Source: an optimization exercise on an open RTL-to-GDS flow (aim: small area, a short achievable clock period and few clock cycles). Production flows keep margins and buffers that such runs may drop.
Function was not checked in any run shown here: the RTL went through the layout flow alone.

==> flow/design.v, too long to show whole: its modules and the start of the top module <==
// module milestone: 869 lines
// module fa3: 4 lines
// module ha2: 4 lines
module milestone(
	input logic Clock,
	input logic resetn,
	input logic [15:0] SRAM_read_data,
	input logic m1start,
	output logic [17:0] SRAM_address,
	output logic [15:0] SRAM_write_data,
	output logic SRAM_we_n,
	output logic m1end);
  // ...
==> flow/run.sh <==
#!/bin/bash
# synth_recipe.tcl (not shown) runs the flow's synth.tcl, then flattens the netlist and writes it again
# the make line also repeats each setting of config.mk as NAME=value (left out here)
make -C /OpenROAD-flow-scripts/flow DESIGN_CONFIG=/design/flow/config.mk WORK_HOME=/design/flow/orfs CLKGATE_MAP_FILE= SYNTH_SCRIPT=/design/flow/synth_recipe.tcl finish
==> flow/config.mk <==
export PLATFORM = sky130hd
export DESIGN_NAME = milestone
export DESIGN_NICKNAME = milestone
export VERILOG_FILES = /design/flow/design.v
export SDC_FILE = /design/flow/constraint.sdc
export NUM_CORES = 4
export LEC_CHECK = 0
export CAP_MARGIN = 20
export CORE_MARGIN = 2
export CORE_UTILIZATION = 40
export SLEW_MARGIN = 20
export SYNTH_HIERARCHICAL = 1
==> flow/constraint.sdc <==
create_clock -name core_clock -period 13.0 [get_ports {Clock}]
set_input_delay 2.6000 -clock core_clock [delete_from_list [all_inputs] [get_ports {Clock}]]
set_output_delay 2.6000 -clock core_clock [all_outputs]
set_load 0.01 [all_outputs]
==> impl_metrics.env, run 1 <==
export IMPL_drv_slew=0
export IMPL_run_status="timing/DRC/antenna clean"
export IMPL_grt_pass1_vias=16690
export IMPL_synth_top_family_by_area="adder cells"
export IMPL_cts_buffers=46
export IMPL_fp_dieH_um=261.1
export IMPL_place_area_um2=28000
export IMPL_final_seq_area_um2=10990
export IMPL_synth_xor_area_share_pct=3.611
export IMPL_final_cell_area_um2=29530
export IMPL_buf_share_pct=2.237
export IMPL_synth_simple_area_share_pct=7.633
export IMPL_num_vias=16090
export IMPL_cp_max_fo=37
export IMPL_wl_met2_mm=27.86
export IMPL_yosysMostFrequentCell="edfxtp_1"
export IMPL_crit_path_start="fsel"
export IMPL_synthArstFlopShare_pct=0.7335
export IMPL_crit_path_end_kind="register"
export IMPL_hold_start="b_cy[0]"
export IMPL_grt_antenna_before_repair=0
export IMPL_multi_input_area_share_pct=48.31
export IMPL_maxSlewHeadroom_pct=31.01
export IMPL_grt_util_met2_pct=29.36
export IMPL_taps=864
export IMPL_clock_skew_final_ns=0.02218
==> run 2, diff against run 1 <==
--- a/flow/design.v
+++ b/flow/design.v
@@ -19,147 +19,218 @@
 logic        wpend;          
 always_ff @(posedge Clock) wr_ok <= !ycnt[16] && (ycnt[15:1] != 15'd0);
 logic [7:0]  wu [0:6];       
 logic [7:0]  wv [0:7];       
 logic [15:0] yw;             
 logic [7:0] f [0:5];
 logic [7:0] t0, t1, t2, t3, t4, t5;
 logic e0, e1, e157, e158, e159;   
-logic fsel;                        
+logic fsel, fseln;                 
 always_ff @(posedge Clock) begin
+	fseln <= ~ph[4];
 	e0 <= (col == 8'd0);
 	e1 <= (col == 8'd1);
 	e157 <= (col == 8'd157);
 	e158 <= (col == 8'd158);
 	e159 <= (col == 8'd159);
 	fsel <= ph[4];
 end
 always_comb begin
-	for (int i = 0; i < 6; i++) f[i] = fsel ? wu[i] : wv[i];
+	for (int i = 0; i < 3; i++) f[i] = fsel ? wu[i] : wv[i];
+	for (int i = 3; i < 6; i++) f[i] = fseln ? wv[i] : wu[i];
 	t0 = e0 ? f[2] : (e1 ? f[1] : f[0]);
 	t1 = e0 ? f[2] : f[1];
 	t2 = f[2];
 	t3 = e159 ? f[2] : f[3];
 	t4 = e159 ? f[2] : (e158 ? f[3] : f[4]);
 	t5 = e159 ? f[2] : (e158 ? f[3] : (e157 ? f[4] : f[5]));
 end
-logic [9:0] fd1, fd2;        
-logic [8:0] fc;
+logic [8:0] fa, fb, fc;      
 always_ff @(posedge Clock) begin
-	fd1 <= {2'b00, t0} + {2'b00, t5} - {2'b00, t1} - {2'b00, t4};
-	fd2 <= {2'b00, t2} + {2'b00, t3} - {2'b00, t1} - {2'b00, t4};
-	fc  <= {1'b0, t2} + {1'b0, t3};
+	fa <= {1'b0, t0} + {1'b0, t5};
+	fb <= {1'b0, t1} + {1'b0, t4};
+	fc <= {1'b0, t2} + {1'b0, t3};
 end
 logic [17:0] fsum;
 wire f_1_s, f_1_c;
-ha2 u_f_1 (.a(fd1[8]), .b(fd1[6]), .s(f_1_s), .co(f_1_c));
+ha2 u_f_1 (.a(fa[8]), .b(fa[6]), .s(f_1_s), .co(f_1_c));
 wire f_2_s, f_2_c;
-ha2 u_f_2 (.a(fd1[7]), .b(fd1[5]), .s(f_2_s), .co(f_2_c));
-wire f_3_s, f_3_c;
-ha2 u_f_3 (.a(fd1[5]), .b(fd1[3]), .s(f_3_s), .co(f_3_c));
-wire f_4_s, f_4_c;
-fa3 u_f_4 (.a(fd1[6]), .b(fd1[4]), .c(fd1[2]), .s(f_4_s), .co(f_4_c));
+ha2 u_f_2 (.a(fa[5]), .b(fa[3]), .s(f_2_s), .co(f_2_c));
+wire f_3 = fb[4] ^ fb[0];
+wire f_4 = fb[4] & fb[0];
 wire f_5_s, f_5_c;
-fa3 u_f_5 (.a(fd1[5]), .b(fd1[3]), .c(fd2[2]), .s(f_5_s), .co(f_5_c));
-wire f_6 = fd1[7] ^ fd2[7];
-wire f_7 = fd1[7] | fd2[7];
+fa3 u_f_5 (.a(fa[6]), .b(fa[4]), .c(fa[2]), .s(f_5_s), .co(f_5_c));
+wire f_6_s, f_6_c;
+fa3 u_f_6 (.a(fa[5]), .b(fa[3]), .c(fb[3]), .s(f_6_s), .co(f_6_c));
+wire f_7_s, f_7_c;
+fa3 u_f_7 (.a(fa[7]), .b(fb[5]), .c(fb[1]), .s(f_7_s), .co(f_7_c));
 wire f_8_s, f_8_c;
-fa3 u_f_8 (.a(fd1[7]), .b(f_1_s), .c(fd1[4]), .s(f_8_s), .co(f_8_c));
-wire f_9 = ~fd2[8];
+ha2 u_f_8 (.a(fc[2]), .b(fc[0]), .s(f_8_s), .co(f_8_c));
+wire f_9_s, f_9_c;
+fa3 u_f_9 (.a(fa[7]), .b(f_1_s), .c(fa[4]), .s(f_9_s), .co(f_9_c));
 wire f_10_s, f_10_c;
-fa3 u_f_10 (.a(fd2[3]), .b(fc[1]), .c(f_9), .s(f_10_s), .co(f_10_c));
+fa3 u_f_10 (.a(fb[6]), .b(fb[2]), .c(fc[8]), .s(f_10_s), .co(f_10_c));
 wire f_11_s, f_11_c;
-fa3 u_f_11 (.a(f_1_c), .b(f_2_s), .c(fd2[9]), .s(f_11_s), .co(f_11_c));
-wire f_12 = ~fd1[9];
-wire f_13_s, f_13_c;
-fa3 u_f_13 (.a(fd2[4]), .b(fc[2]), .c(f_12), .s(f_13_s), .co(f_13_c));
-wire f_14 = f_2_c ^ fd1[8];
-wire f_15 = f_2_c | fd1[8];
-wire f_16_s, f_16_c;
-fa3 u_f_16 (.a(fd1[6]), .b(fd2[5]), .c(fc[3]), .s(f_16_s), .co(f_16_c));
-wire f_17_s, f_17_c;
-fa3 u_f_17 (.a(fd1[7]), .b(fd2[6]), .c(fc[4]), .s(f_17_s), .co(f_17_c));
+fa3 u_f_11 (.a(fb[4]), .b(fc[3]), .c(fc[1]), .s(f_11_s), .co(f_11_c));
+wire f_12 = fb[7] ^ fb[3];
+wire f_13 = fb[7] & fb[3];
+wire f_14_s, f_14_c;
+fa3 u_f_14 (.a(f_1_c), .b(fa[7]), .c(fa[5]), .s(f_14_s), .co(f_14_c));
+wire f_15_s, f_15_c;
+fa3 u_f_15 (.a(fb[5]), .b(fc[4]), .c(fc[2]), .s(f_15_s), .co(f_15_c));
+wire f_16 = fb[8] ^ fb[4];
+wire f_17 = fb[8] & fb[4];
 wire f_18_s, f_18_c;
-ha2 u_f_18 (.a(fd1[4]), .b(fd1[2]), .s(f_18_s), .co(f_18_c));
+fa3 u_f_18 (.a(fa[8]), .b(fa[6]), .c(fb[6]), .s(f_18_s), .co(f_18_c));
 wire f_19_s, f_19_c;
-fa3 u_f_19 (.a(f_3_s), .b(fd1[1]), .c(fd2[0]), .s(f_19_s), .co(f_19_c));
+ha2 u_f_19 (.a(fc[5]), .b(fc[3]), .s(f_19_s), .co(f_19_c));
 wire f_20_s, f_20_c;
-fa3 u_f_20 (.a(f_3_c), .b(f_4_s), .c(fd2[1]), .s(f_20_s), .co(f_20_c));
+fa3 u_f_20 (.a(fa[7]), .b(fb[7]), .c(fc[6]), .s(f_20_s), .co(f_20_c));
 wire f_21_s, f_21_c;
-fa3 u_f_21 (.a(f_4_c), .b(f_5_s), .c(f_6), .s(f_21_s), .co(f_21_c));
+ha2 u_f_21 (.a(fa[3]), .b(fa[1]), .s(f_21_s), .co(f_21_c));
 wire f_22_s, f_22_c;
-fa3 u_f_22 (.a(f_5_c), .b(f_8_s), .c(f_10_s), .s(f_22_s), .co(f_22_c));
-wire f_23_s, f_23_c;
-fa3 u_f_23 (.a(f_8_c), .b(f_10_c), .c(f_11_s), .s(f_23_s), .co(f_23_c));
-wire f_24_s, f_24_c;
-fa3 u_f_24 (.a(f_11_c), .b(f_13_c), .c(f_16_s), .s(f_24_s), .co(f_24_c));
+fa3 u_f_22 (.a(fa[4]), .b(fa[2]), .c(fa[0]), .s(f_22_s), .co(f_22_c));
+wire f_23 = fb[2] ^ fc[4];
+wire f_24 = fb[2] | fc[4];
 wire f_25_s, f_25_c;
-fa3 u_f_25 (.a(f_15), .b(f_16_c), .c(f_17_s), .s(f_25_s), .co(f_25_c));
-wire f_26_s, f_26_c;
-fa3 u_f_26 (.a(f_17_c), .b(fd2[7]), .c(fc[5]), .s(f_26_s), .co(f_26_c));
+fa3 u_f_25 (.a(f_2_s), .b(fa[1]), .c(fb[1]), .s(f_25_s), .co(f_25_c));
+wire f_26 = ~fc[0];
 wire f_27_s, f_27_c;
-fa3 u_f_27 (.a(fd1[8]), .b(fd2[8]), .c(fc[6]), .s(f_27_s), .co(f_27_c));
-wire f_28 = fd1[1] ^ fd2[1];
-wire f_29 = fd1[1] & ~fd2[1];
-wire f_30 = ~fd2[2];
+fa3 u_f_27 (.a(fb[3]), .b(fc[5]), .c(f_26), .s(f_27_s), .co(f_27_c));
+wire f_28_s, f_28_c;
+fa3 u_f_28 (.a(f_2_c), .b(f_5_s), .c(fb[2]), .s(f_28_s), .co(f_28_c));
+wire f_29 = ~fc[1];
+wire f_30_s, f_30_c;
+fa3 u_f_30 (.a(f_3), .b(fc[6]), .c(f_29), .s(f_30_s), .co(f_30_c));
 wire f_31_s, f_31_c;
-fa3 u_f_31 (.a(fd1[2]), .b(fd1[0]), .c(f_30), .s(f_31_s), .co(f_31_c));
-wire f_32 = ~fd2[3];
+fa3 u_f_31 (.a(f_4), .b(f_7_s), .c(fc[7]), .s(f_31_s), .co(f_31_c));
+wire f_32_s, f_32_c;
+fa3 u_f_32 (.a(f_5_c), .b(f_6_s), .c(f_8_s), .s(f_32_s), .co(f_32_c));
 wire f_33_s, f_33_c;
-fa3 u_f_33 (.a(fd1[3]), .b(fd1[1]), .c(f_32), .s(f_33_s), .co(f_33_c));
-wire f_34 = ~fd2[4];
+fa3 u_f_33 (.a(f_6_c), .b(f_8_c), .c(f_9_s), .s(f_33_s), .co(f_33_c));
+wire f_34 = ~f_11_s;
 wire f_35_s, f_35_c;
-fa3 u_f_35 (.a(f_18_s), .b(fd1[0]), .c(f_34), .s(f_35_s), .co(f_35_c));
-wire f_36 = ~fd2[5];
-wire f_37_s, f_37_c;
-fa3 u_f_37 (.a(f_18_c), .b(f_19_s), .c(f_36), .s(f_37_s), .co(f_37_c));
-wire f_38 = ~fd2[6];
+fa3 u_f_35 (.a(f_7_c), .b(f_10_s), .c(f_34), .s(f_35_s), .co(f_35_c));
+wire f_36_s, f_36_c;
+fa3 u_f_36 (.a(f_9_c), .b(f_11_c), .c(f_14_s), .s(f_36_s), .co(f_36_c));
+wire f_37 = ~f_15_s;
+wire f_38_s, f_38_c;
+fa3 u_f_38 (.a(f_10_c), .b(f_12), .c(f_37), .s(f_38_s), .co(f_38_c));
 wire f_39_s, f_39_c;
-fa3 u_f_39 (.a(f_19_c), .b(f_20_s), .c(f_38), .s(f_39_s), .co(f_39_c));
-wire f_40_s, f_40_c;
-fa3 u_f_40 (.a(f_20_c), .b(f_21_s), .c(fc[0]), .s(f_40_s), .co(f_40_c));
-wire f_41 = ~f_7;
+fa3 u_f_39 (.a(f_14_c), .b(f_15_c), .c(f_18_s), .s(f_39_s), .co(f_39_c));
+wire f_40 = ~f_19_s;
+wire f_41_s, f_41_c;
+fa3 u_f_41 (.a(f_13), .b(f_16), .c(f_40), .s(f_41_s), .co(f_41_c));
 wire f_42_s, f_42_c;
-fa3 u_f_42 (.a(f_21_c), .b(f_22_s), .c(f_41), .s(f_42_s), .co(f_42_c));
-wire f_43_s, f_43_c;
-fa3 u_f_43 (.a(f_22_c), .b(f_23_s), .c(f_13_s), .s(f_43_s), .co(f_43_c));
-wire f_44 = ~f_14;
+fa3 u_f_42 (.a(f_18_c), .b(f_19_c), .c(f_20_s), .s(f_42_s), .co(f_42_c));
+wire f_43 = ~fc[4];
+wire f_44_s, f_44_c;
+fa3 u_f_44 (.a(f_17), .b(fb[5]), .c(f_43), .s(f_44_s), .co(f_44_c));
 wire f_45_s, f_45_c;
-fa3 u_f_45 (.a(f_23_c), .b(f_24_s), .c(f_44), .s(f_45_s), .co(f_45_c));
-wire f_46 = ~fd1[9];
+fa3 u_f_45 (.a(f_20_c), .b(fb[8]), .c(fc[7]), .s(f_45_s), .co(f_45_c));
+wire f_46 = ~fc[5];
 wire f_47_s, f_47_c;
-fa3 u_f_47 (.a(f_24_c), .b(f_25_s), .c(f_46), .s(f_47_s), .co(f_47_c));
-wire f_48 = ~fd1[8];
-wire f_49_s, f_49_c;
-fa3 u_f_49 (.a(f_25_c), .b(f_26_s), .c(f_48), .s(f_49_s), .co(f_49_c));
-wire f_50 = ~fd1[9];
-wire f_51_s, f_51_c;
-fa3 u_f_51 (.a(f_26_c), .b(f_27_s), .c(f_50), .s(f_51_s), .co(f_51_c));
-wire f_52 = ~fd2[9];
-wire f_53_s, f_53_c;
-fa3 u_f_53 (.a(f_27_c), .b(fc[7]), .c(f_52), .s(f_53_s), .co(f_53_c));
-assign fsum = {1'b0, fc[8], f_53_c, f_51_c, f_49_c, f_47_c, f_45_c, f_43_c, f_42_c, f_40_c, f_39_c, f_37_c, f_35_c, f_33_c, f_31_c, f_29, fd1[0], ~fd1[0]} + {1'b0, 1'b0, ~fc[8], f_53_s, f_51_s, f_49_s, f_47_s, f_45_s, f_43_s, f_42_s, f_40_s, f_39_s, f_37_s, f_35_s, f_33_s, f_31_s, ~f_28, ~fd2[0]};
+fa3 u_f_47 (.a(fa[8]), .b(fb[6]), .c(f_46), .s(f_47_s), .co(f_47_c));
+wire f_48 = fa[8] ^ fc[8];
+wire f_49 = fa[8] | fc[8];
+wire f_50 = fc[6] ^ fb[7];
+wire f_51 = fc[6] & ~fb[7];
+wire f_52 = fa[2] ^ fb[0];
+wire f_53 = fa[2] | fb[0];
+wire f_54 = ~fb[1];
+wire f_55_s, f_55_c;
+fa3 u_f_55 (.a(fa[2]), .b(f_21_s), .c(f_54), .s(f_55_s), .co(f_55_c));
+wire f_56_s, f_56_c;
+fa3 u_f_56 (.a(f_21_c), .b(f_22_s), .c(f_23), .s(f_56_s), .co(f_56_c));
+wire f_57 = ~f_24;
+wire f_58_s, f_58_c;
+fa3 u_f_58 (.a(f_22_c), .b(f_25_s), .c(f_57), .s(f_58_s), .co(f_58_c));
+wire f_59 = ~f_27_c;
+wire f_60_s, f_60_c;
+fa3 u_f_60 (.a(f_25_c), .b(f_28_s), .c(f_59), .s(f_60_s), .co(f_60_c));
+wire f_61 = ~f_30_c;
+wire f_62_s, f_62_c;
+fa3 u_f_62 (.a(f_28_c), .b(f_32_s), .c(f_61), .s(f_62_s), .co(f_62_c));
+wire f_63 = ~f_31_c;
+wire f_64_s, f_64_c;
+fa3 u_f_64 (.a(f_32_c), .b(f_33_s), .c(f_63), .s(f_64_s), .co(f_64_c));
+wire f_65 = ~f_35_c;
+wire f_66_s, f_66_c;
+fa3 u_f_66 (.a(f_33_c), .b(f_36_s), .c(f_65), .s(f_66_s), .co(f_66_c));
+wire f_67 = ~f_38_c;
+wire f_68_s, f_68_c;
+fa3 u_f_68 (.a(f_36_c), .b(f_39_s), .c(f_67), .s(f_68_s), .co(f_68_c));
+wire f_69 = ~f_41_c;
+wire f_70_s, f_70_c;
+fa3 u_f_70 (.a(f_39_c), .b(f_42_s), .c(f_69), .s(f_70_s), .co(f_70_c));
+wire f_71 = ~f_44_c;
+wire f_72_s, f_72_c;
+fa3 u_f_72 (.a(f_42_c), .b(f_45_s), .c(f_71), .s(f_72_s), .co(f_72_c));
+wire f_73_s, f_73_c;
+fa3 u_f_73 (.a(f_47_c), .b(f_48), .c(f_50), .s(f_73_s), .co(f_73_c));
+wire f_74_s, f_74_c;
+fa3 u_f_74 (.a(f_49), .b(f_51), .c(fb[8]), .s(f_74_s), .co(f_74_c));
+wire f_75 = fa[1] ^ fc[1];
+wire f_76 = fa[1] & ~fc[1];
+wire f_77 = ~fc[2];
+wire f_78_s, f_78_c;
+fa3 u_f_78 (.a(f_52), .b(fa[0]), .c(f_77), .s(f_78_s), .co(f_78_c));
+wire f_79 = ~f_55_s;
+wire f_80_s, f_80_c;
+fa3 u_f_80 (.a(f_53), .b(fc[3]), .c(f_79), .s(f_80_s), .co(f_80_c));
+wire f_81_s, f_81_c;
+fa3 u_f_81 (.a(f_55_c), .b(f_56_s), .c(fb[0]), .s(f_81_s), .co(f_81_c));
+wire f_82 = ~f_27_s;
+wire f_83_s, f_83_c;
+fa3 u_f_83 (.a(f_56_c), .b(f_58_s), .c(f_82), .s(f_83_s), .co(f_83_c));
+wire f_84 = ~f_30_s;
+wire f_85_s, f_85_c;
+fa3 u_f_85 (.a(f_58_c), .b(f_60_s), .c(f_84), .s(f_85_s), .co(f_85_c));
+wire f_86 = ~f_31_s;
+wire f_87_s, f_87_c;
+fa3 u_f_87 (.a(f_60_c), .b(f_62_s), .c(f_86), .s(f_87_s), .co(f_87_c));
+wire f_88 = ~f_35_s;
+wire f_89_s, f_89_c;
+fa3 u_f_89 (.a(f_62_c), .b(f_64_s), .c(f_88), .s(f_89_s), .co(f_89_c));
+wire f_90 = ~f_38_s;
+wire f_91_s, f_91_c;
+fa3 u_f_91 (.a(f_64_c), .b(f_66_s), .c(f_90), .s(f_91_s), .co(f_91_c));
+wire f_92 = ~f_41_s;
+wire f_93_s, f_93_c;
+fa3 u_f_93 (.a(f_66_c), .b(f_68_s), .c(f_92), .s(f_93_s), .co(f_93_c));
+wire f_94 = ~f_44_s;
+wire f_95_s, f_95_c;
+fa3 u_f_95 (.a(f_68_c), .b(f_70_s), .c(f_94), .s(f_95_s), .co(f_95_c));
+wire f_96 = ~f_47_s;
+wire f_97_s, f_97_c;
+fa3 u_f_97 (.a(f_70_c), .b(f_72_s), .c(f_96), .s(f_97_s), .co(f_97_c));
+wire f_98 = ~f_73_s;
+wire f_99_s, f_99_c;
+fa3 u_f_99 (.a(f_72_c), .b(f_45_c), .c(f_98), .s(f_99_s), .co(f_99_c));
+wire f_100 = ~f_73_c;
+wire f_101_s, f_101_c;
+fa3 u_f_101 (.a(f_74_s), .b(fc[7]), .c(f_100), .s(f_101_s), .co(f_101_c));
+wire f_102 = ~fb[8];
+wire f_103_s, f_103_c;
+fa3 u_f_103 (.a(f_74_c), .b(fc[8]), .c(f_102), .s(f_103_s), .co(f_103_c));
+assign fsum = {1'b0, f_103_c, f_101_c, f_99_c, f_97_c, f_95_c, f_93_c, f_91_c, f_89_c, f_87_c, f_85_c, f_83_c, f_81_c, ~f_80_c, f_78_c, f_76, fa[0], ~fa[0]} + {1'b0, 1'b0, f_103_s, f_101_s, f_99_s, f_97_s, f_95_s, f_93_s, f_91_s, f_89_s, f_87_s, f_85_s, f_83_s, f_81_s, ~f_80_s, f_78_s, ~f_75, ~fc[0]};
 logic [9:0] uo, vo;
 logic       uq, vq;
 always_ff @(posedge Clock) begin
-	if (ph[1]) begin
-		uo <= fsum[17:8];
-		uq <= ~(fsum[17] | fsum[16]);
-	end
+	uo <= fsum[17:8];            
+	uq <= ~(fsum[17] | fsum[16]);
 	if (ph[3]) begin
 		vo <= fsum[17:8];
 		vq <= ~(fsum[17] | fsum[16]);
 	end
 end
 logic [7:0]  ysel;
 logic [22:0] ymul;           
-logic yhi;                   
-always_ff @(posedge Clock) yhi <= ph[4];
-assign ysel = yhi ? yw[15:8] : yw[7:0];
+assign ysel = yw[15:8];      
 wire y_1 = ysel[5] ^ ysel[3];
 wire y_2 = ysel[5] | ysel[3];
 wire y_3 = ysel[6] ^ ysel[4];
 wire y_4 = ysel[6] | ysel[4];
 wire y_5_s, y_5_c;
 fa3 u_y_5 (.a(ysel[5]), .b(ysel[3]), .c(ysel[0]), .s(y_5_s), .co(y_5_c));
 wire y_6_s, y_6_c;
 fa3 u_y_6 (.a(ysel[7]), .b(ysel[4]), .c(ysel[1]), .s(y_6_s), .co(y_6_c));
@@ -810,37 +881,36 @@
 		if (ph[2] && !SRAM_we_n && (&SRAM_address)) begin
 			run <= 1'b0;
 			m1end <= 1'b1;
 		end
 	end
 end
 always_ff @(posedge Clock) begin
 	if (!run) begin
-		if (m1start) begin
-			ph <= 5'b01000;
-			ycnt <= -17'sd4;
-			col <= 8'd155;
-			wa <= RGB_BASE;
-			wpend <= 1'b0;
-			SRAM_address <= 18'd57600;
-		end
+		ph <= 5'b01000;
+		ycnt <= -17'sd4;
+		col <= 8'd155;
+		wa <= RGB_BASE;
+		wpend <= 1'b0;
+		SRAM_address <= 18'd57600;
 	end else begin
 		ph <= {ph[3:0], ph[4]};
-		if (ph[0]) col <= (col == 8'd159) ? 8'd0 : col + 8'd1;
-		if (ph[4]) ycnt <= ycnt + 17'sd1;
+		col <= (ph[0] && col == 8'd159) ? 8'd0 : col + {7'd0, ph[0]};
+		ycnt <= ycnt + {16'd0, ph[4]};
 		if (ph[3]) wpend <= wr_ok;
-		if ((ph[3] && wr_ok) || ((ph[0] || ph[1]) && wpend)) wa <= wa + 18'd1;
-		if (ph[0] || ph[1] || ph[3]) SRAM_address <= wa;
+		wa <= wa + {17'd0, (ph[3] && wr_ok) || ((ph[0] || ph[1]) && wpend)};
 		if (ph[2]) SRAM_address <= {{2{ycnt[16]}}, ycnt[16:1]} + (ycnt[0] ? 18'd38402 : 18'd57602);
-		if (ph[4]) SRAM_address <= {ycnt[16], ycnt};
+		else if (ph[4]) SRAM_address <= {ycnt[16], ycnt};
+		else SRAM_address <= wa;
 	end
 end
 always_ff @(posedge Clock) begin
 	if (ph[2]) yw <= SRAM_read_data;
+	if (ph[0]) yw[15:8] <= yw[7:0];
 	if (ph[0]) begin
 		if (!ycnt[0]) begin
 			for (int i = 0; i < 5; i++) wu[i] <= wu[i+1];
 			wu[5] <= SRAM_read_data[15:8];
 			wu[6] <= SRAM_read_data[7:0];
 			for (int i = 0; i < 7; i++) wv[i] <= wv[i+1];
 		end else begin
 			for (int i = 0; i < 6; i++) wu[i] <= wu[i+1];
==> impl_metrics.env, run 2 <==
export IMPL_hold_violations=0
export IMPL_grt_pass1_wl_mm=93.64
export IMPL_yosysTopAreaCellShare_pct=23.47
export IMPL_post_drt_wl_per_cell_um=18.88
export IMPL_cts_buffers=45
export IMPL_ioPinCount=55
export IMPL_clock_sinks=408
export IMPL_clock_skew_final_ns=0.03157
export IMPL_r2r_end="vo[9]"
export IMPL_ys_types=77
export IMPL_clk_pin_slew_ns=0.06
export IMPL_worstSkewPairLatency_ns=0.59
export IMPL_finalCriticalPeriod_ns=4.578
export IMPL_grt_antenna_before_repair=2
export IMPL_final_cells=3115
export IMPL_cts_resized=0
export IMPL_holdWs_ns=0.3362
export IMPL_syn_area_um2=25580
export IMPL_synth_ff_type="dfxtp_1"
export IMPL_cts_buffer_depth=3
export IMPL_cts_root_buf="clkbuf_16"
export IMPL_fp_dieH_um=256.9
export IMPL_run_status="timing/DRC/antenna clean"
export IMPL_start_util_pct=40.48
export IMPL_worstPathRequired_ns=13.31
export IMPL_syn_to_final_growth_pct=11.66
export IMPL_fin_setup_tns_ns=0
export IMPL_synth_seq_cells=408
export IMPL_num_antenna_cells=0
export IMPL_cts_tree="done"
export IMPL_yosysMostFrequentCell="inv_1"
export IMPL_r2r_slack_ns=8.42
export IMPL_hold_start="b_cy[0]"
export IMPL_first_pass_iters=4
export IMPL_tightest_slew_ns=1.043
export IMPL_cp_max_fo=4
export IMPL_crit_path_end_kind="register"
export IMPL_final_cell_mix="inv_1 (241), fa_1 (237), ha_1 (223)"
export IMPL_critical_path_class="reg -> reg"
export IMPL_fillers=5715
export IMPL_synth_area_leaders="edfxtp_1 (23%), fa_1 (19%), dfxtp_1 (16%), ha_1 (11%), inv_1 (3.5%)"
export IMPL_min_path_cells=0
export IMPL_dieWidth_um=256.9
export IMPL_fmax_mhz=218.5
export IMPL_largest_reg_flops=64
export IMPL_maxSlewHeadroom_pct=30.45
export IMPL_synth_edf_count=200
export IMPL_htreeDepth=2
export IMPL_final_seq_area_um2=10190
export IMPL_viasPerCell=5.235
export IMPL_layout_commonest_cell="inv_1"
export IMPL_syn_avg_cell_area_um2=11.77
export IMPL_top_register="wv"
export IMPL_rsz0062_at_grt="no"
export IMPL_synth_largest_area_cell="edfxtp_1"
export IMPL_final_util_pct=45.20
export IMPL_synthArstFlopShare_pct=0.7353
export IMPL_r2r_start="fa[8]"
export IMPL_dp_hpwl_mm=45.54
export IMPL_drive_above_1_share_pct=7.404
export IMPL_finalWirelength_mm=58.81
export IMPL_grt_max_degree=83
export IMPL_cp_start_kind="register"
export IMPL_fp_dieArea_um2=66000
export IMPL_overflow=0
export IMPL_core_um2=63200
export IMPL_drv_slew=0
export IMPL_num_vias=16310
export IMPL_postCtsHoldBufs=0
export IMPL_drt_iter0_drc=1149
export IMPL_portBuffers=54
export IMPL_critPathArrivalTime_ns=4.89
export IMPL_reg2reg_depth=12
export IMPL_grt_pass1_vias=16740
export IMPL_netlist_top_cells_count="inv_1 (241), fa_1 (237), ha_1 (223)"
export IMPL_grtUsageTotal_pct=18.09
export IMPL_setup_viol=0
export IMPL_synth_yosys_warnings=10
export IMPL_hp_class="reg -> reg"
export IMPL_layout_nets=2711
export IMPL_hold_end="bb[0]"
export IMPL_drcViolationCount=0
export IMPL_rows=92
export IMPL_largestRegisters="wv (64), wu (56), cy (23)"
export IMPL_gp_congestion=0.8707
export IMPL_cap_violations=0
export IMPL_dp_cells=3031
export IMPL_synth_cells=2173
export IMPL_cts_setup_buffers=0
export IMPL_postRouteAntennaNets=0
export IMPL_multiInputGateArea_um2=14290
export IMPL_period_share_pct=35.21
export IMPL_synth_seq_area_share_pct=39.81
run 2: per-layer routing:
layer | vias up | share of wire, % | global-route usage (%)
li1 | 7748 | - | -
met2 | 385 | 45 | 28.24
met3 | 77 | 5.8 | 3.418
met4 | 0 | 2.1 | 4.797
met5 | - | 0 | 0
met1 | 8097 | 47 | 25.87
run 2: cell families (layout without fill, tap and decap cells):
| kind of cell | after synthesis | after routing | synth area share [%] |
|---|---|---|---|
| AO/OA/AOI/OAI | 384 | 384 | 9.664 |
| adder cells (fa/ha/maj) | 460 | 460 | 29.45 |
| AND/OR/NAND/NOR | 417 | 417 | 8.182 |
| buffers and inverters | 299 | 393 | 4.441 |
| flip-flops | 408 | 408 | 39.81 |
| other | 2 | 4 | 0.02935 |
| multiplexers | 101 | 101 | 4.930 |
| XOR/XNOR | 102 | 102 | 3.492 |
run 2: how the worst max path moves through the flow:
stage / endpoint / slack, ns / cells past startpoint / start
after floorplan: cqu / 8.56 / 3 / ph[0]
after global placement: vo[9] / 8.53 / 12 / fa[8]
after detailed placement: vo[9] / 8.45 / 12 / fa[8]
after CTS: vo[9] / 8.42 / 12 / fa[8]
after global routing: r_cy[1] / 8.17 / 12 / cv[5]
final: vo[9] / 8.42 / 12 / fa[8]
run 2: per-module statistics from Yosys (local to each module, per instance):
module | cells | times used | area, um^2
milestone | 1908 | 1 | 20530
ha2 | 1 | 34 | 12.51
fa3 | 1 | 231 | 20.02
run 2: area by class of cell:
type	instances	area share, %
multi-input cells	1468	50.00
flip-flops and latches	408	35.68
clock buffers	58	4.476
well taps	846	3.705
inverters	244	3.206
repair buffers	65	2.181
clock inverters	26	0.7489
run 2: critical path, cell delays in order, from the launching register on:
cell and delay (ns):
dfxtp_1 0.44, ha_1 0.29, fa_1 0.53, fa_1 0.44, fa_1 0.55, fa_1 0.43, ha_1 0.33, and2_0 0.16
o21ai_0 0.37, a31oi_1 0.19, a21oi_1 0.20, o21bai_1 0.16, and2_1 0.20
run 2: metrics by stage:
| step | setup WS [ns] | area (um^2) |
|---|---|---|
| global placement | 8.527 | 27050 |
| CTS | 8.424 | 28550 |
| floorplan | 8.560 | 25590 |
| detailed placement | 8.448 | 27060 |
| global route | 8.169 | 28570 |
| finish | 8.422 | 28570 |
==> run 3, diff against run 2 <==
==> flow/flow/run.sh (new file) <==
#!/bin/bash
# The standard layout (the standard.sh), with ORFS's repair_timing asked
# to leave more setup slack (SETUP_SLACK_MARGIN) than the clock period needs.
# The design is still laid out and signed off at the design's clock period.
set -euo pipefail
MARGIN=${MARGIN:-9}
sed "s/\"\\\${@:-finish}\"/SETUP_SLACK_MARGIN=$MARGIN \"\${@:-finish}\"/" standard.sh > standard_margin.sh
grep -q "SETUP_SLACK_MARGIN=$MARGIN" standard_margin.sh
bash standard_margin.sh > flow_make.log 2>&1
==> flow/standard.sh (new file) <==
#!/bin/bash
# synth_recipe.tcl (not shown) runs the flow's synth.tcl, then flattens the netlist and writes it again
# the make line also repeats each setting of config.mk as NAME=value (left out here)
make -C /OpenROAD-flow-scripts/flow DESIGN_CONFIG=/design/flow/config.mk WORK_HOME=/design/flow/orfs CLKGATE_MAP_FILE= SYNTH_SCRIPT=/design/flow/synth_recipe.tcl "${@:-finish}"
removed: flow/run.sh
==> impl_metrics.env, run 3 <==
export IMPL_num_antenna_cells=0
export IMPL_final_cells=3172
export IMPL_place_area_um2=27080
export IMPL_postRouteAntennaNets=0
export IMPL_largestRegisters="wv (64), wu (56), cy (23)"
export IMPL_ioPinCount=55
export IMPL_crit_path_end_kind="register"
export IMPL_cts_tree="done"
export IMPL_finalCriticalPeriod_ns=4.150
export IMPL_largest_reg_flops=64
export IMPL_synth_largest_area_cell="edfxtp_1"
export IMPL_period_share_pct=31.92
export IMPL_overflow=0
export IMPL_clock_sinks=408
export IMPL_postCtsHoldBufs=0
export IMPL_dp_hpwl_mm=46.14
export IMPL_core_um2=63200
export IMPL_num_vias=16490
export IMPL_grt_busiest_layer="met2"
export IMPL_netlist_top_cells_count="inv_1 (241), fa_1 (237), ha_1 (223)"
export IMPL_final_cell_area_um2=29240
export IMPL_synth_seq_area_share_pct=39.81
export IMPL_synth_ff_type="dfxtp_1"
export IMPL_rows=92
export IMPL_crit_path_max_incr_delay_ns=0.57
export IMPL_dieWidth_um=256.9
export IMPL_syn_area_um2=25580
export IMPL_grt_use_met3_pct=2.778
export IMPL_layout_nets=2769
export IMPL_drive_above_1_share_pct=11.22
export IMPL_synth_yosys_warnings=10
export IMPL_run_status="timing/DRC/antenna clean"
export IMPL_portBuffers=54
export IMPL_grt_antenna_before_repair=0
export IMPL_maxSlewHeadroom_pct=32.66
export IMPL_cap_violations=0
export IMPL_layout_commonest_cell="inv_1"
export IMPL_grtUsageTotal_pct=18.65
export IMPL_tightest_slew_ns=1.006
export IMPL_drt_iter0_drc=1024
export IMPL_clock_skew_final_ns=0.01554
export IMPL_viasPerCell=5.198
export IMPL_dp_cells=3031
export IMPL_rsz0062_at_grt="yes"
export IMPL_grt_pass1_vias=17100
export IMPL_yosysTopAreaCellShare_pct=23.47
export IMPL_htreeDepth=2
export IMPL_fin_setup_tns_ns=0
export IMPL_grt_util_met2_pct=32.65
export IMPL_synth_cells=2173
export IMPL_finalWirelength_mm=60.55
export IMPL_drv_slew=0
export IMPL_critPathArrivalTime_ns=4.48
export IMPL_fp_dieH_um=256.9
export IMPL_start_util_pct=40.48
export IMPL_hp_class="reg -> reg"
export IMPL_synthArstFlopShare_pct=0.7353
export IMPL_path_cells="fa_1, fa_1, fa_1, fa_1, ha_4, nand4_1, a21o_1, a21o_4, a311oi_2, o21a_1, nor2_1, xnor2_1"
export IMPL_critical_path_class="reg -> reg"
export IMPL_final_cell_mix="inv_1 (240), fa_1 (235), ha_1 (216)"
export IMPL_cp_max_fo=4
export IMPL_drcViolationCount=0
export IMPL_crit_top_cell="fa_1"
export IMPL_clk_pin_slew_ns=0.06
export IMPL_syn_avg_cell_area_um2=11.77
export IMPL_synth_area_leaders="edfxtp_1 (23%), fa_1 (19%), dfxtp_1 (16%), ha_1 (11%), inv_1 (3.5%)"
export IMPL_grt_max_degree=79
export IMPL_first_pass_iters=5
export IMPL_use_met1_pct=24.23
export IMPL_r2r_slack_ns=8.85
export IMPL_top_register="wv"
export IMPL_fp_dieArea_um2=66000
export IMPL_post_drt_wl_per_cell_um=19.09
export IMPL_yosysMostFrequentCell="inv_1"
export IMPL_ys_types=77
export IMPL_gp_congestion=0.8669
export IMPL_grt_pass1_wl_mm=96.18
export IMPL_worstSkewPairLatency_ns=0.60
export IMPL_synth_edf_count=200
export IMPL_cts_buffer_depth=3
export IMPL_cts_root_buf="clkbuf_16"
export IMPL_fmax_mhz=241.0
export IMPL_cp_slowest_cell="fa_1"
export IMPL_synth_seq_cells=408
export IMPL_worstPathRequired_ns=13.33
export IMPL_hold_violations=0
export IMPL_final_util_pct=46.26
export IMPL_cp_start_kind="register"
export IMPL_setup_viol=0
export IMPL_syn_to_final_growth_pct=14.28
export IMPL_cts_buffers=45
-- run 3: cell counts after synthesis --
No cell type changed its count.
-- run 3: metrics by stage --
step           setup WS (ns)  hold slack, ns
5_1_grt                8.701          0.3487
3_5_place_dp           8.622          0.3132
6_report               8.850          0.3235
2_1_floorplan          8.998          0.3096
3_3_place_gp           8.749          0.3168
4_1_cts                8.842          0.3261
-- run 3: Yosys stat by module, one instance, submodules excluded --
| module | cells inside | flip-flops and latches |
|---|---|---|
| ha2 | 1 | 0 |
| fa3 | 1 | 0 |
| milestone | 1908 | 408 |
-- run 3: kinds of logic (layout without fill, tap and decap cells) --
| family | after synthesis | count (layout) | share of synthesized area [%] |
|---|---|---|---|
| adders and majority gates | 460 | 460 | 29.45 |
| and+or+nand+nor | 417 | 417 | 8.182 |
| DFF | 408 | 408 | 39.81 |
| AOI/OAI and AO/OA | 384 | 384 | 9.664 |
| buffers and inverters | 299 | 450 | 4.441 |
| xor gates and xnor gates | 102 | 102 | 3.492 |
| muxes | 101 | 101 | 4.930 |
| other | 2 | 4 | 0.02935 |
-- run 3: layout make-up --
class	count	area (um^2)
clock inverter	23	269.0
sequential	408	10210
multi-input combinational	1468	14480
tap	846	1059
timing repair buffer	123	1030
clock buffer	60	1277
fill	5709	33960
inverter	244	919.6
-- run 3: final timing paths --
| path | startpoint | end | depth (start not counted) |
|---|---|---|---|
| min in group asynchronous | resetn | m1end | 1 |
| max in group asynchronous | resetn | SRAM_we_n | 1 |
| hold reg to reg | b_cy[0] | bb[0] | 0 |
| setup / recovery | fa[2] | vo[6] | 12 |
| setup reg to reg | fa[2] | vo[6] | 12 |
| hold / removal | b_cy[0] | bb[0] | 0 |
-- run 3: repair_timing --
item	CTS	global route
gates cloned	0	0
pin swaps	22	15
resized for setup	57	22
setup endpoints to repair	57	24
setup buffers	42	15
-- run 3: layer usage --
metal	up-vias	part of all wire (%)
met4	0	2.4
met3	93	3.5
met2	311	51
met5	-	0
li1	7867	-
met1	8216	43
-- run 3: critical path, delay by kind of cell, from the launching register on --
kind / cells / cell delay [ns]
adder cells (fa/ha/maj): 5 / 2.34
AND/OR/NAND/NOR: 2 / 0.14
XOR/XNOR: 1 / 0.14
flip-flops: 1 / 0.36
AO/OA/AOI/OAI: 4 / 0.91
==> run 4, diff against run 3 <==
==> flow/flow/run.sh (replaced) <==
#!/bin/bash
# The standard layout (the standard.sh), with ORFS's repair_timing asked
# to leave more setup slack (SETUP_SLACK_MARGIN) than the clock period needs.
# The design is still laid out and signed off at the design's clock period.
set -euo pipefail
MARGIN=${MARGIN:-11}
sed "s/\"\\\${@:-finish}\"/SETUP_SLACK_MARGIN=$MARGIN \"\${@:-finish}\"/" standard.sh > standard_margin.sh
grep -q "SETUP_SLACK_MARGIN=$MARGIN" standard_margin.sh
bash standard_margin.sh > flow_make.log 2>&1
==> impl_metrics.env, run 4 <==
export IMPL_run_status="timing/DRC/antenna clean"
export IMPL_dp_hpwl_mm=46.92
export IMPL_cts_buffer_depth=3
export IMPL_rows=92
export IMPL_tightest_slew_ns=1.015
export IMPL_yosysMostFrequentCell="inv_1"
export IMPL_r2r_slack_ns=8.87
export IMPL_worstSkewPairLatency_ns=0.61
export IMPL_synth_edf_count=200
export IMPL_final_util_pct=53.22
export IMPL_cap_violations=0
export IMPL_clk_pin_slew_ns=0.06
export IMPL_holdWs_ns=0.3298
export IMPL_r2r_start="fa[8]"
export IMPL_grt_max_degree=67
export IMPL_cts_buffers=48
export IMPL_path_cells="ha_4, fa_2, fa_1, fa_1, fa_1, ha_4, nand3_2, a21o_1, buf_4, buf_6, nand2_1, nor2_2, xnor2_2"
export IMPL_hp_class="reg -> reg"
export IMPL_period_share_pct=31.74
export IMPL_cts_root_buf="clkbuf_16"
export IMPL_grt_antenna_before_repair=0
export IMPL_portBuffers=54
export IMPL_layout_nets=2944
export IMPL_ys_types=77
export IMPL_hold_end="sqv"
export IMPL_fp_dieH_um=256.9
export IMPL_hold_violations=0
export IMPL_synth_cells=2173
export IMPL_drv_slew=0
export IMPL_cts_tree="done"
export IMPL_drt_iter0_drc=998
export IMPL_crit_path_end_kind="register"
export IMPL_finalWirelength_mm=68.88
export IMPL_overflow=0
export IMPL_finalCriticalPeriod_ns=4.126
export IMPL_syn_to_final_growth_pct=31.47
export IMPL_final_cell_mix="inv_1 (205), edfxtp_1 (200), fa_1 (177)"
export IMPL_synth_seq_cells=408
export IMPL_maxSlewHeadroom_pct=32.26
export IMPL_r2r_end="vo[2]"
export IMPL_crit_path_max_incr_delay_ns=0.54
export IMPL_reg2reg_depth=13
export IMPL_postRouteAntennaNets=0
export IMPL_dieWidth_um=256.9
export IMPL_core_um2=63200
export IMPL_fin_setup_tns_ns=0
export IMPL_crit_family="adder cells"
export IMPL_syn_area_um2=25580
export IMPL_postCtsHoldBufs=0
export IMPL_gp_congestion=0.8733
export IMPL_clock_skew_final_ns=0.03882
export IMPL_num_antenna_cells=0
export IMPL_largestRegisters="wv (64), wu (56), cy (23)"
export IMPL_top_register="wv"
export IMPL_synth_seq_area_share_pct=39.81
export IMPL_start_util_pct=40.48
export IMPL_first_pass_iters=5
export IMPL_syn_avg_cell_area_um2=11.77
export IMPL_cp_slowest_cell="fa_2"
export IMPL_cp_start_kind="register"
export IMPL_cp_max_fo=4
export IMPL_clock_sinks=408
export IMPL_grt_pass1_wl_mm=105.2
export IMPL_fp_dieArea_um2=66000
export IMPL_synth_yosys_warnings=10
export IMPL_post_drt_wl_per_cell_um=20.56
export IMPL_crit_top_cell="fa_1"
export IMPL_ioPinCount=55
export IMPL_synth_area_leaders="edfxtp_1 (23%), fa_1 (19%), dfxtp_1 (16%), ha_1 (11%), inv_1 (3.5%)"
export IMPL_synth_ff_type="dfxtp_1"
export IMPL_synth_largest_area_cell="edfxtp_1"
export IMPL_rsz0062_at_grt="yes"
export IMPL_setup_viol=0
export IMPL_synthArstFlopShare_pct=0.7353
export IMPL_hold_start="cqv"
export IMPL_largest_reg_flops=64
export IMPL_yosysTopAreaCellShare_pct=23.47
export IMPL_viasPerCell=5.276
export IMPL_critPathArrivalTime_ns=4.51
export IMPL_path_buf_inv=2
export IMPL_fillers=5171
export IMPL_grtUsageTotal_pct=20.49
export IMPL_critical_path_class="reg -> reg"
export IMPL_num_vias=17680
export IMPL_netlist_top_cells_count="inv_1 (241), fa_1 (237), ha_1 (223)"
export IMPL_htreeDepth=2
export IMPL_fmax_mhz=242.4
export IMPL_drcViolationCount=0
export IMPL_worstPathRequired_ns=13.38
export IMPL_min_path_cells=0
export IMPL_layout_commonest_cell="inv_1"
export IMPL_drive_above_1_share_pct=34.97
export IMPL_grt_pass1_vias=18380
run 4: changes by cell type in the layout (fill, tap and decap cells not counted), moves of 45 or more:
cell and change:
buf_4 +86, fa_2 +58, buf_6 +102, dfxtp_1 -52, ha_1 -45, fa_1 -58
run 4: per-module statistics from Yosys, one instance, submodules excluded:
module | flops+latches | cell area [um^2] | copies in the design | cells inside
milestone | 408 | 20530 | 1 | 1908
fa3 | 0 | 20.02 | 231 | 1
ha2 | 0 | 12.51 | 34 | 1
run 4: worst register-to-register path, stage by stage, from the launching register on:
cell and delay, ns:
dfxtp_4 0.36, ha_4 0.24, fa_2 0.55, fa_1 0.43
fa_1 0.51, fa_1 0.45, ha_4 0.33, nand3_2 0.07
a21o_1 0.22, buf_4 0.16, buf_6 0.10, nand2_1 0.14
nor2_2 0.07, xnor2_2 0.29
run 4: layer usage:
metal / up-vias / track usage [%] / share of wire (%)
li1: 8224 / - / -
met1: 8923 / 27.43 / 43
met2: 409 / 34.79 / 49
met3: 124 / 2.778 / 4.7
met4: 0 / 5.927 / 2.7
met5: - / 0 / 0
run 4: worst max-delay path by stage:
stage                     startpoint  endpoint  slack [ns]  cells after the start
final                          fa[8]     vo[2]        8.87                     13
after global routing           fa[4]     vo[2]        8.77                     13
after CTS                      fa[6]     vo[6]        8.94                     12
after detailed placement       cv[5]   r_cy[1]        8.72                     12
after global placement         cv[7]   g_cy[2]        8.87                     12
after floorplan                fa[4]     vo[6]        9.09                     12
run 4: what timing repair did:
action	in CTS	in global routing
resized for setup	580	150
pin swaps	150	118
gates cloned	5	2
setup endpoints to repair	364	225
buffers inserted	165	60
run 4: cells by family after synthesis:
kind of cell	Yosys count	share of synthesized area (%)
adders and majority gates	460	29.45
and+or+nand+nor	417	8.182
DFF	408	39.81
AOI/OAI and AO/OA	384	9.664
buffers and inverters	299	4.441
xor gates and xnor gates	102	3.492
muxes	101	4.930
other	2	0.02935
run 4: layout make-up:
type	instances	area, um^2	share of cell area, %
clock buffers	60	1308	3.887
clock inverters	30	464.2	1.380
inverters	244	970.9	2.887
multi-input cells	1472	16630	49.43
flip-flops and latches	408	10300	30.62
well taps	846	1059	3.147
repair buffers	291	2910	8.653
run 4: stage by stage:
stage               cell area [um^2]  instances  setup slack, ns
CTS                            32390       3289            8.939
global placement               27810       3029            8.875
detailed placement             27810       3029            8.725
floorplan                      26500       2175            9.086
global route                   33630       3351            8.774
finish                         33630       3351            8.874
==> run 5, diff against run 4 <==
==> flow/flow/run.sh (replaced) <==
#!/bin/bash
# The standard layout (the standard.sh), with ORFS's repair_timing asked
# to leave more setup slack (SETUP_SLACK_MARGIN) than the clock period needs.
# The design is still laid out and signed off at the design's clock period.
set -euo pipefail
MARGIN=${MARGIN:-9}
sed "s/\"\\\${@:-finish}\"/SETUP_SLACK_MARGIN=$MARGIN \"\${@:-finish}\"/" standard.sh > standard_margin.sh
grep -q "SETUP_SLACK_MARGIN=$MARGIN" standard_margin.sh
bash standard_margin.sh > flow_make.log 2>&1
--- a/flow/config.mk
+++ b/flow/config.mk
@@ -7,6 +7,6 @@
 export LEC_CHECK = 0
 export CAP_MARGIN = 20
 export CORE_MARGIN = 2
-export CORE_UTILIZATION = 40
+export CORE_UTILIZATION = 55
 export SLEW_MARGIN = 20
 export SYNTH_HIERARCHICAL = 1
==> impl_metrics.env, run 5 <==
export IMPL_run_status="timing/DRC/antenna clean"
export IMPL_final_cell_mix="inv_1 (239), fa_1 (233), ha_1 (216)"
export IMPL_period_share_pct=31.40
export IMPL_overflow=0
export IMPL_grtUsageTotal_pct=25.92
export IMPL_rows=79
export IMPL_rsz0062_at_grt="yes"
export IMPL_top_register="wv"
export IMPL_gp_congestion=0.8627
export IMPL_holdWs_ns=0.3269
export IMPL_post_drt_wl_per_cell_um=20.84
export IMPL_syn_area_um2=25580
export IMPL_critical_path_class="reg -> reg"
export IMPL_clk_pin_slew_ns=0.06
export IMPL_drcViolationCount=0
export IMPL_ys_types=77
export IMPL_maxSlewHeadroom_pct=32.44
export IMPL_fin_setup_tns_ns=0
export IMPL_htreeDepth=2
export IMPL_num_vias=16580
export IMPL_drive_above_1_share_pct=11.24
export IMPL_hp_class="reg -> reg"
export IMPL_worstSkewPairLatency_ns=0.59
export IMPL_netlist_top_cells_count="inv_1 (241), fa_1 (237), ha_1 (223)"
export IMPL_cp_slowest_cell="fa_1"
export IMPL_drt_iter0_drc=1325
export IMPL_place_area_um2=26770
export IMPL_critPathArrivalTime_ns=4.41
export IMPL_cts_tree="done"
export IMPL_final_cell_area_um2=28910
export IMPL_yosysMostFrequentCell="inv_1"
export IMPL_grt_pass1_vias=16580
export IMPL_path_buf_inv=0
export IMPL_worstPathRequired_ns=13.33
export IMPL_clock_sinks=408
export IMPL_layout_commonest_cell="inv_1"
export IMPL_fmax_mhz=245.0
export IMPL_synth_seq_cells=408
export IMPL_yosysTopAreaCellShare_pct=23.47
export IMPL_min_path_cells=0
export IMPL_cts_buffer_depth=3
export IMPL_largest_reg_flops=64
export IMPL_viasPerCell=5.661
export IMPL_synth_seq_area_share_pct=39.81
export IMPL_crit_path_end_kind="register"
export IMPL_tightest_slew_ns=1.000
export IMPL_crit_top_cell="fa_1"
export IMPL_reg2reg_depth=12
export IMPL_synth_area_leaders="edfxtp_1 (23%), fa_1 (19%), dfxtp_1 (16%), ha_1 (11%), inv_1 (3.5%)"
export IMPL_crit_family="adder cells"
export IMPL_largestRegisters="wv (64), wu (56), cy (23)"
export IMPL_grt_pass1_wl_mm=94.62
export IMPL_drv_slew=0
export IMPL_fp_dieH_um=219.7
export IMPL_worstSetupPathDepth=12
export IMPL_cp_start_kind="register"
export IMPL_synth_largest_area_cell="edfxtp_1"
export IMPL_start_util_pct=55.31
export IMPL_portBuffers=54
export IMPL_cp_max_fo=4
export IMPL_cts_buffers=45
export IMPL_layout_nets=2765
export IMPL_synth_cells=2173
export IMPL_num_antenna_cells=0
export IMPL_ioPinCount=55
export IMPL_path_cells="ha_4, fa_1, fa_2, fa_1, fa_1, ha_4, and2_4, o21ai_4, a31oi_4, a21oi_2, o21bai_2, xor2_1"
export IMPL_dieWidth_um=219.7
export IMPL_grt_max_degree=65
export IMPL_cap_violations=0
export IMPL_core_um2=46260
export IMPL_clock_skew_final_ns=0.01561
export IMPL_syn_avg_cell_area_um2=11.77
export IMPL_setup_viol=0
export IMPL_finalCriticalPeriod_ns=4.082
export IMPL_synth_yosys_warnings=10
export IMPL_grt_antenna_before_repair=2
export IMPL_crit_path_max_incr_delay_ns=0.56
export IMPL_finalWirelength_mm=61.06
export IMPL_synth_ff_type="dfxtp_1"
export IMPL_synthArstFlopShare_pct=0.7353
export IMPL_postCtsHoldBufs=0
export IMPL_cts_root_buf="clkbuf_16"
export IMPL_first_pass_iters=5
export IMPL_hold_violations=0
export IMPL_fp_dieArea_um2=48260
export IMPL_syn_to_final_growth_pct=12.98
export IMPL_dp_hpwl_mm=46.27
export IMPL_postRouteAntennaNets=0
export IMPL_synth_edf_count=200
[run 5: cell counts after synthesis]
No cell type changed its count.
[run 5: area by class of cell]
type | instances | area, um^2
clock buffer | 59 | 1286
clock inverter | 24 | 229.0
fill | 3672 | 17350
inverter | 244 | 915.9
multi-input combinational | 1468 | 14510
sequential | 408 | 10210
tap | 607 | 759.5
timing repair buffer | 119 | 997.2
[run 5: logic make-up (layout without fill, tap and decap cells)]
logic type	Yosys count	count (layout)	synth area share, %
muxes	101	101	4.930
adders and majority gates	460	460	29.45
buffers and inverters	299	446	4.441
AOI/OAI and AO/OA	384	384	9.664
other	2	4	0.02935
and+or+nand+nor	417	417	8.182
xor gates and xnor gates	102	102	3.492
DFF	408	408	39.81
[run 5: worst paths after layout]
| check | from | end | slack [ns] |
|---|---|---|---|
| max | fa[6] | vo[8] | 8.92 |
| min | b_cy[0] | bb[0] | 0.33 |
| max reg2reg | fa[6] | vo[8] | 8.92 |
| min reg2reg | b_cy[0] | bb[0] | 0.33 |
| max in group asynchronous | resetn | SRAM_we_n | 10.55 |
| min in group asynchronous | resetn | run | 2.20 |
[run 5: per-layer routing]
layer | vias to the layer above | global-route usage (%) | wire (um)
li1 | 7864 | - | -
met1 | 8217 | 39.28 | 29240
met2 | 433 | 39.79 | 27590
met3 | 67 | 3.437 | 3150
met4 | 0 | 5.996 | 1078
met5 | - | 0 | 0
[run 5: stage by stage]
step,worst slack [ns],util [%],instances
finish,8.918,62.49,2929
global route,8.809,62.49,2929
floorplan,8.998,-,2175
detailed placement,8.649,57.87,2790
global placement,8.686,57.87,2790
CTS,8.930,61.71,2904
[run 5: per-module statistics from Yosys (local to each module, per instance)]
module | cells | times used | cell area, um^2
ha2 | 1 | 34 | 12.51
milestone | 1908 | 1 | 20530
fa3 | 1 | 231 | 20.02
[run 5: worst register-to-register path: cells and delay by family (launching register included)]
kind	cells	cell delay, ns
AO/OA/AOI/OAI	4	0.65
XOR/XNOR	1	0.18
adder cells (fa/ha/maj)	6	2.48
flip-flops	1	0.37
AND/OR/NAND/NOR	1	0.14
[run 5: what timing repair did]
item / 4_1_cts / 5_1_grt
gates resized for setup: 51 / 30
endpoints found under the setup margin: 56 / 22
buffers inserted: 31 / 25
pin swaps: 20 / 3

[afterwards: timing with drivers on the ports]
In the flow no input, the clock included, has a driving cell. The finished layouts below were timed again as built, in two steps. Step 1: set_driving_cell puts a clkbuf_16 on Clock and a buf_2 on each other input, an assumption about the parent block. Step 2 times the ports against the registers' clock, not the clock port: input delays grow and output delays shrink by t, the midpoint of the rising clock arrivals with the driver on. Three values: ideal, step 1, step 2; two values: the first two.
run | shift t [ns] | slack for setup (ns) | hold slack, ns | worst setup path at the end | worst data-port slew with drivers (ns)
run 1 | 0.637 | 7.806 / 7.806 / 7.806 | 0.325 / 0.325 / 0.325 | register to register | 0.05
run 2 | 0.628 | 8.422 / 8.422 / 8.422 | 0.336 / 0.336 / 0.336 | register to register | 0.04
run 3 | 0.651 | 8.850 / 8.850 / 8.850 | 0.324 / 0.324 / 0.324 | register to register | 0.03
run 4 | 0.657 | 8.874 / 8.874 / 8.874 | 0.330 / 0.330 / 0.330 | register to register | 0.06
run 5 | 0.639 | 8.918 / 8.918 / 8.918 | 0.327 / 0.327 / 0.327 | register to register | 0.05
After both steps setup and hold are still met in every run listed.
